From an optimization exercise on the open Yosys and OpenROAD flow, aimed at small area; shortcuts taken in it are not production practice.
Function was checked by simulation only, so behaviour that the tests miss may differ from the original.
Power is estimated from default activity; no workload was simulated.

// top_module
module top_module (
    input wire clk,                 
    input wire reset,               
    input wire [15:0] input_data,   
    input wire [1023:0] cmem_data_in,  
    output wire [31:0] result,      
    output wire done                
);
    wire write_enable;
    wire read_enable;
    wire shift_enable;
    wire fifo_empty;
    wire fifo_full;
    wire mac_done;
    control control_inst (
        .clk(clk),
        .reset(reset),
        .fifo_full(fifo_full),
        .fifo_empty(fifo_empty),
        .mac_done(mac_done),
        .write_enable(write_enable),
        .read_enable(read_enable),
        .shift_enable(shift_enable),
        .done(done)
    );
    datapath datapath_inst (
        .clk(clk),
        .reset(reset),
        .write_enable(write_enable),
        .read_enable(read_enable),
        .shift_enable(shift_enable),
        .input_data(input_data),
        .cmem_data_in(cmem_data_in),
        .result(result),
        .fifo_empty(fifo_empty),
        .fifo_full(fifo_full),
        .done(mac_done)
    );
endmodule
==> flow/config.mk <==
export PLATFORM = sky130hd
export DESIGN_NAME = top_module
export DESIGN_NICKNAME = top_module
export VERILOG_FILES = /design/flow/design.v
export SDC_FILE = /design/flow/constraint.sdc
export NUM_CORES = 4
export LEC_CHECK = 0
export CAP_MARGIN = 20
export CORE_MARGIN = 2
export CORE_UTILIZATION = 50
export PLACE_DENSITY = 0.65
export SLEW_MARGIN = 20
==> flow/constraint.sdc <==
create_clock -name core_clock -period 12.0 [get_ports {clk}]
set_input_delay 2.4000 -clock core_clock [delete_from_list [all_inputs] [get_ports {clk}]]
set_output_delay 2.4000 -clock core_clock [all_outputs]
set_load 0.01 [all_outputs]
standard.sh (not shown) runs the stock make flow with config.mk's settings and CLKGATE_MAP_FILE= SYNTH_SCRIPT=/design/flow/synth_recipe.tcl, a recipe that flattens the netlist after the stock synthesis.
==> flow/flow/run.sh <==
#!/bin/bash
# Layout: the standard flow, with single-drive buffers on the ports, a
# clock tree of larger sink clusters without dummy loads, and ABC mapping
# with a mildly relaxed delay target (less area).
set -euo pipefail
rm -rf scripts
cp -r "$FLOW_HOME/scripts" scripts
sed -i 's/^&nf$/\&nf -R 50/' scripts/abc_speed.script
export SCRIPTS_DIR="$PWD/scripts"
export BUFFER_PORTS_ARGS="-buffer_cell sky130_fd_sc_hd__buf_1"
export CTS_ARGS="-sink_clustering_enable -repair_clock_nets -dont_use_dummy_load -sink_clustering_size 24 -sink_clustering_max_diameter 110"
bash standard.sh > standard.log 2>&1
The first run produced a layout that fails on slew limit.
Then changed:
==> flow/flow/run.sh (replaced) <==
#!/bin/bash
# Layout: the standard flow, with single-drive buffers on the ports and
# a clock tree of larger sink clusters, without dummy loads.
set -euo pipefail
export BUFFER_PORTS_ARGS="-buffer_cell sky130_fd_sc_hd__buf_1"
export CTS_ARGS="-sink_clustering_enable -repair_clock_nets -dont_use_dummy_load -sink_clustering_size 28 -sink_clustering_max_diameter 90"
bash standard.sh > standard.log 2>&1
After rerunning: Now the flow produced a clean layout; global-route usage barely changes; count of clock-buffer cells in the layout went down by 10; wire length is about the same; worst setup slack improves by 190 ps; cell area grows by 1.1%; core utilization goes down by 0.16 points; sequential power stays flat; synthesized cell count went up by about 4%; flip-flop and latch count is unchanged; power is lower by 1.8%.
Then changed:
==> flow/flow/run.sh (replaced) <==
#!/bin/bash
# Layout: the standard flow, with single-drive buffers on the ports, a
# clock tree of larger sink clusters without dummy loads, and ABC mapping
# with relaxed delay targets (less area).
set -euo pipefail
rm -rf scripts
cp -r "$FLOW_HOME/scripts" scripts
sed -i 's/^&nf$/\&nf -R 200/; /upsize/d' scripts/abc_speed.script
export SCRIPTS_DIR="$PWD/scripts"
export BUFFER_PORTS_ARGS="-buffer_cell sky130_fd_sc_hd__buf_1"
export CTS_ARGS="-sink_clustering_enable -repair_clock_nets -dont_use_dummy_load -sink_clustering_size 28 -sink_clustering_max_diameter 90"
bash standard.sh > standard.log 2>&1
The new run completed without violations.
Worst hold slack is better by 19 ps.
Utilization goes up by 0.57 points.
Combinational power hardly moves.
Routed wire length came out lower by 0.74%.
Non-clock buffer count is higher by 52.
Sequential cell count stays the same.
Clock skew came out lower by 16 ps.
Design area falls by 1.3%.
Area after synthesis goes down by 1.9%.
Final cell count shrinks by 2.7%.
Synthesized cell count falls by 4.1%.
Then changed:
--- a/flow/flow/run.sh
+++ b/flow/flow/run.sh
@@ -10,3 +10,3 @@
 export BUFFER_PORTS_ARGS="-buffer_cell sky130_fd_sc_hd__buf_1"
-export CTS_ARGS="-sink_clustering_enable -repair_clock_nets -dont_use_dummy_load -sink_clustering_size 28 -sink_clustering_max_diameter 90"
+export CTS_ARGS="-sink_clustering_enable -repair_clock_nets -dont_use_dummy_load -sink_clustering_size 24 -sink_clustering_max_diameter 110"
 bash standard.sh > standard.log 2>&1
- CORE_UTILIZATION: 50 -> 40
- PLACE_DENSITY: 0.65 -> 0.6
Outcome:
- The changed run produced a clean layout
- sequential power stays flat
- die area grows by 25%
- utilization goes down by 12 points
- synthesized cell count is unchanged

* * *

top_module, a different RTL version from the one above (not shown whole).
Size in the first run: roughly 2000 flip-flops, ~73000 um^2 of cells after synthesis.
export LEC_CHECK = 0
export CAP_MARGIN = 20
export CORE_MARGIN = 2
export CORE_UTILIZATION = 50
export PLACE_DENSITY = 0.65
export SLEW_MARGIN = 20
create_clock -name core_clock -period 12.0 [get_ports {clk}]
==> flow/flow/run.sh <==
#!/bin/bash
# Layout: the standard flow, with single-drive buffers on the ports, a
# clock tree of larger sink clusters without dummy loads, and ABC mapping
# with relaxed delay targets (less area).
set -euo pipefail
rm -rf scripts
cp -r "$FLOW_HOME/scripts" scripts
sed -i 's/^&nf$/\&nf -R 200/; /upsize/d' scripts/abc_speed.script
export SCRIPTS_DIR="$PWD/scripts"
export BUFFER_PORTS_ARGS="-buffer_cell sky130_fd_sc_hd__buf_1"
export CTS_ARGS="-sink_clustering_enable -repair_clock_nets -dont_use_dummy_load -sink_clustering_size 24 -sink_clustering_max_diameter 110"
bash standard.sh > standard.log 2>&1
The baseline finished clean.
Change:
==> flow/flow/run.sh (replaced) <==
#!/bin/bash
# Layout: the standard flow, with single-drive buffers on the ports and
# a clock tree of larger sink clusters, without dummy loads.
set -euo pipefail
export BUFFER_PORTS_ARGS="-buffer_cell sky130_fd_sc_hd__buf_1"
export CTS_ARGS="-sink_clustering_enable -repair_clock_nets -dont_use_dummy_load -sink_clustering_size 24 -sink_clustering_max_diameter 110"
bash standard.sh > standard.log 2>&1
- CORE_UTILIZATION: 50 -> 40
- PLACE_DENSITY: 0.65 -> 0.6
The changed run ran to the end with no violations.
Sequential share of layout area drops by 0.94 points.
Synthesized cell count climbs slightly.
Design area climbs slightly.
Non-clock buffer count drops by 23.
Area after synthesis climbs slightly.
Worst setup slack improved by 0.56 ns.
Global-route usage drops by 7.9 points.

* * *

== pepper ==
top_module again, from the RTL that the note above started with.
export LEC_CHECK = 0
export CAP_MARGIN = 5
export CORE_MARGIN = 2
export CORE_UTILIZATION = 40
export PLACE_DENSITY = 0.6
export SLEW_MARGIN = 5
create_clock -name core_clock -period 12.0 [get_ports {clk}]
==> flow/flow/run.sh <==
#!/bin/bash
# Layout: the standard flow, with single-drive buffers on the ports, a
# clock tree of larger sink clusters without dummy loads, and ABC mapping
# with relaxed delay targets (less area).
set -euo pipefail
rm -rf scripts
cp -r "$FLOW_HOME/scripts" scripts
sed -i 's/^&nf$/\&nf -R 200/; /upsize/d' scripts/abc_speed.script
export SCRIPTS_DIR="$PWD/scripts"
export BUFFER_PORTS_ARGS="-buffer_cell sky130_fd_sc_hd__buf_1"
export CTS_ARGS="-sink_clustering_enable -repair_clock_nets -dont_use_dummy_load -sink_clustering_size 24 -sink_clustering_max_diameter 110"
bash standard.sh > standard.log 2>&1
### pepper -> ember
Settings: CAP_MARGIN: 5 -> 20; SLEW_MARGIN: 5 -> 20.
==> results.txt <==
pepper → ember: multi-input logic area stayed essentially flat, count of clock-buffer cells in the layout went up 1, post-route total power now sits at about the same level, logic depth of the worst path, buffers included +2, area growth from synthesis to final layout held steady. On fraction of area in clock buffers and inverters, ember tracks pepper almost exactly. ~same worst path setup slack after routing in pepper and ember.
> inputs changed (ember -> quartz)
Settings: PLACE_DENSITY now 0.65, was 0.6; CORE_UTILIZATION now 50, was 40.
-- flow/flow/run.sh --
<<< ember, line 11
export CTS_ARGS="-sink_clustering_enable -repair_clock_nets -dont_use_dummy_load -sink_clustering_size 24 -sink_clustering_max_diameter 110"
>>> quartz, line 11
export CTS_ARGS="-sink_clustering_enable -repair_clock_nets -dont_use_dummy_load -sink_clustering_size 28 -sink_clustering_max_diameter 90"
--- outcome ---
- On count of vias placed by the detailed router, quartz tracks ember almost exactly.
- Re clock latency at the later pin of the worst-skew pair: quartz and ember aren't equal, and the higher value belongs to ember.
- Sort quartz and ember by layout overhead on the synthesized area desc -> top: ember
- Number of instances in the placed design (quartz vs. ember) decreases by a few percent
- On proportion of power drawn by the clock network: quartz sits below ember.
- Compared with ember, quartz shows a higher minimum setup slack in the final design.
- Delta (quartz minus ember): met2 usage grew by 5.8 points; flip-flop and latch share of the layout cell area grew by 0.84 points; total of plain and repair buffers excluding clock buffers shrank by 24.
- Startpoint of the most critical setup path: datapath_inst.alu_mac_inst.tap_index[3] -> quartz, datapath_inst.alu_mac_inst.tap_index[4] -> ember
- The routed wire length in quartz was lower than what ember gave.
- quartz ends up with a final worst clock skew that is 0.014 ns lower than in ember.

==> afterwards: timing with drivers on the ports <==
How much do the figures lean on ideal ports? The routed layouts below were timed once more, with nothing changed but the port constraints. Step 1 sets driving cells, clkbuf_16 on the clock port and buf_2 on the other inputs (assumed; they add their load-dependent delay and slew). Step 2, shift: input delay + t, output delay - t, t = (earliest + latest rising clock arrival at the registers) / 2. This alone moves slack from input paths to output paths. Slacks: ideal / step 1 / step 2; pairs: ideal / step 1.
run | t, ns | setup slack, ns | clock arrival spread, ns | cell pins on the clock port's net
the first run of note 1 | 0.832 | 0.998 / 0.998 / 0.427 | 0.086 / 0.087 | 1
the second run of note 1 | 0.819 | 1.183 / 1.183 / 0.493 | 0.130 / 0.130 | 1
the third run of note 1 | 0.820 | 0.761 / 0.761 / 0.191 | 0.113 / 0.112 | 1
the fourth run of note 1 | 0.814 | 0.539 / 0.539 / 0.112 | 0.123 / 0.123 | 1
the first run of note 2 | 0.810 | 1.100 / 1.100 / 0.475 | 0.071 / 0.070 | 1
the second run of note 2 | 0.803 | 1.660 / 1.683 / 0.900 | 0.092 / 0.092 | 1
pepper | 0.781 | 0.772 / 0.792 / 0.044 | 0.127 / 0.126 | 1
ember | 0.782 | 0.774 / 0.774 / 0.167 | 0.160 / 0.159 | 1
quartz | 0.774 | 1.008 / 1.008 / 0.455 | 0.107 / 0.107 | 1
For the second run of note 2, which loses most, drivers alone change the setup slack by +0.023 ns; drivers and shift together by -0.760 ns.
